Source: an optimization exercise on an open RTL-to-GDS flow (aim: small area, a short achievable clock period and few clock cycles per item). Production flows keep margins and buffers that such runs may drop. In this exercise RTL edits were held to simulation tests only and were not proved equivalent to the original. The clock port is modelled as an ideal driver, which makes a skipped or thinned clock tree look cheaper than it is; a real chip needs a root buffer or a tree.

== rev 12 ==
==> flow/design.v (excerpt) <==
module mul_top (
  input              clk,
  input              rst,
  input              in_valid,
  input      [15:0]  a,
  input      [15:0]  b,
  output             out_valid,
  output     [32:0]  res
);
export LEC_CHECK = 0
export CAP_MARGIN = 20
export CORE_MARGIN = 2
export CORE_UTILIZATION = 40
export SLEW_MARGIN = 20
export SYNTH_HIERARCHICAL = 1
create_clock -name core_clock -period 10.0 [get_ports {clk}]
standard.sh (not shown) runs the stock make flow with config.mk's settings and CLKGATE_MAP_FILE= SYNTH_SCRIPT=/design/flow/synth_recipe.tcl, a recipe that flattens the netlist after the stock synthesis.
==> flow/flow/run.sh <==
# Standard ORFS layout (the standard.sh) with plain buf_1 port buffers
# and a tighter setup-repair target; the SDC and clock period are unchanged.
export BUFFER_PORTS_ARGS="-buffer_cell sky130_fd_sc_hd__buf_1"
export POST_CTS_TCL=$PWD/flow/post_cts.tcl
bash standard.sh SETUP_SLACK_MARGIN=7.25  finish > standard.log 2>&1
Other scripts of this flow, unchanged in this note and not shown: flow/flow/post_cts.tcl
Testbench counts of rev 12, summed over its fixed seeds: cycles 16,016, items 16,000.
Modified inputs, rev 13 compared to rev 12
diff --git a/flow/design.v b/flow/design.v
--- a/flow/design.v
+++ b/flow/design.v
@@ -24,25 +24,26 @@
   input              in_valid,
   input      [15:0]  a,
   input      [15:0]  b,
   output             out_valid,
   output     [32:0]  res
 );
-  reg [15:0] a_q, b_q;
-  always @(posedge clk) begin a_q <= a; b_q <= b; end
-  reg [8:0] one_q, two_q, neg_q;
+  reg [15:0] a_q;
+  always @(posedge clk) a_q <= a;
+  reg [8:0] one_q;
+  reg [7:0] two_q, neg_q;
   always @(posedge clk) begin
     one_q[0] <= b[0] ^ 1'b0; two_q[0] <= (b[1] & ~b[0] & ~1'b0) | (~b[1] & b[0] & 1'b0); neg_q[0] <= b[1];
     one_q[1] <= b[2] ^ b[1]; two_q[1] <= (b[3] & ~b[2] & ~b[1]) | (~b[3] & b[2] & b[1]); neg_q[1] <= b[3];
     one_q[2] <= b[4] ^ b[3]; two_q[2] <= (b[5] & ~b[4] & ~b[3]) | (~b[5] & b[4] & b[3]); neg_q[2] <= b[5];
     one_q[3] <= b[6] ^ b[5]; two_q[3] <= (b[7] & ~b[6] & ~b[5]) | (~b[7] & b[6] & b[5]); neg_q[3] <= b[7];
     one_q[4] <= b[8] ^ b[7]; two_q[4] <= (b[9] & ~b[8] & ~b[7]) | (~b[9] & b[8] & b[7]); neg_q[4] <= b[9];
     one_q[5] <= b[10] ^ b[9]; two_q[5] <= (b[11] & ~b[10] & ~b[9]) | (~b[11] & b[10] & b[9]); neg_q[5] <= b[11];
     one_q[6] <= b[12] ^ b[11]; two_q[6] <= (b[13] & ~b[12] & ~b[11]) | (~b[13] & b[12] & b[11]); neg_q[6] <= b[13];
     one_q[7] <= b[14] ^ b[13]; two_q[7] <= (b[15] & ~b[14] & ~b[13]) | (~b[15] & b[14] & b[13]); neg_q[7] <= b[15];
-    one_q[8] <= 1'b0 ^ b[15]; two_q[8] <= (1'b0 & ~1'b0 & ~b[15]) | (~1'b0 & 1'b0 & b[15]); neg_q[8] <= 1'b0;
+    one_q[8] <= 1'b0 ^ b[15];
   end
   reg [2:0] v;
   always @(posedge clk) begin
     if (rst) v <= 0;
     else v <= {v[1:0], in_valid};
   end
@@ -52,13 +53,13 @@
   wire one_2 = one_q[2], two_2 = two_q[2], neg_2 = neg_q[2];
   wire one_3 = one_q[3], two_3 = two_q[3], neg_3 = neg_q[3];
   wire one_4 = one_q[4], two_4 = two_q[4], neg_4 = neg_q[4];
   wire one_5 = one_q[5], two_5 = two_q[5], neg_5 = neg_q[5];
   wire one_6 = one_q[6], two_6 = two_q[6], neg_6 = neg_q[6];
   wire one_7 = one_q[7], two_7 = two_q[7], neg_7 = neg_q[7];
-  wire one_8 = one_q[8], two_8 = two_q[8], neg_8 = neg_q[8];
+  wire one_8 = one_q[8], two_8 = 1'b0, neg_8 = 1'b0;
   wire pp_0_0 = ((one_0 & a_q[0]) | (two_0 & 1'b0)) ^ neg_0;
   wire pp_0_1 = ((one_0 & a_q[1]) | (two_0 & a_q[0])) ^ neg_0;
   wire pp_0_2 = ((one_0 & a_q[2]) | (two_0 & a_q[1])) ^ neg_0;
   wire pp_0_3 = ((one_0 & a_q[3]) | (two_0 & a_q[2])) ^ neg_0;
   wire pp_0_4 = ((one_0 & a_q[4]) | (two_0 & a_q[3])) ^ neg_0;
   wire pp_0_5 = ((one_0 & a_q[5]) | (two_0 & a_q[4])) ^ neg_0;
[summary]
Rev 13 vs rev 12 — routed wire length dropped slightly. Between rev 13 and rev 12, the global-route total usage across every layer figures differ only marginally. Maximum achievable frequency across rev 13 and rev 12: no real change. Rev 13 -> rev 12: highest fanout seen on the critical path delta 0, exact match. Relative to rev 12, routed metal-1 wirelength has increased by 2.8% in rev 13. Of rev 13 and rev 12, rev 12 shows the lower global-route met1 utilization, with rev 13 above it.
Testbench counts of rev 13, summed over its fixed seeds: cycles 16,016, items 16,000.
No run of this note takes its clock network from TritonCTS; it comes from the design's own scripts or RTL.

==> afterwards: timing with drivers on the ports <==
The flow's constraints put no driver on any port. The routed layouts listed below were extracted and timed again, unchanged, in two steps.
Step 1, drivers: a clkbuf_16 drives clk and a buf_2 each remaining input, both assumed.
Step 2 also shifts input and output timing later by t, the mid clock arrival at the registers, as if the neighbouring blocks saw the same clock.
a / b / c = no drivers / after step 1 / after step 2; a / b = the first two.
run | t, ns | slack for setup (ns) | clock arrival spread, ns | slew at the worst register clock pin (ns) | cell pins on the clock port's net
rev 12 | 0.369 | 7.272 / 7.190 / 7.314 | 0.015 / 0.014 | 0.09 / 0.09 | 4
rev 13 | 0.377 | 7.272 / 7.193 / 7.312 | 0.038 / 0.037 | 0.09 / 0.09 | 4
After both steps setup and hold are still met in every run listed.
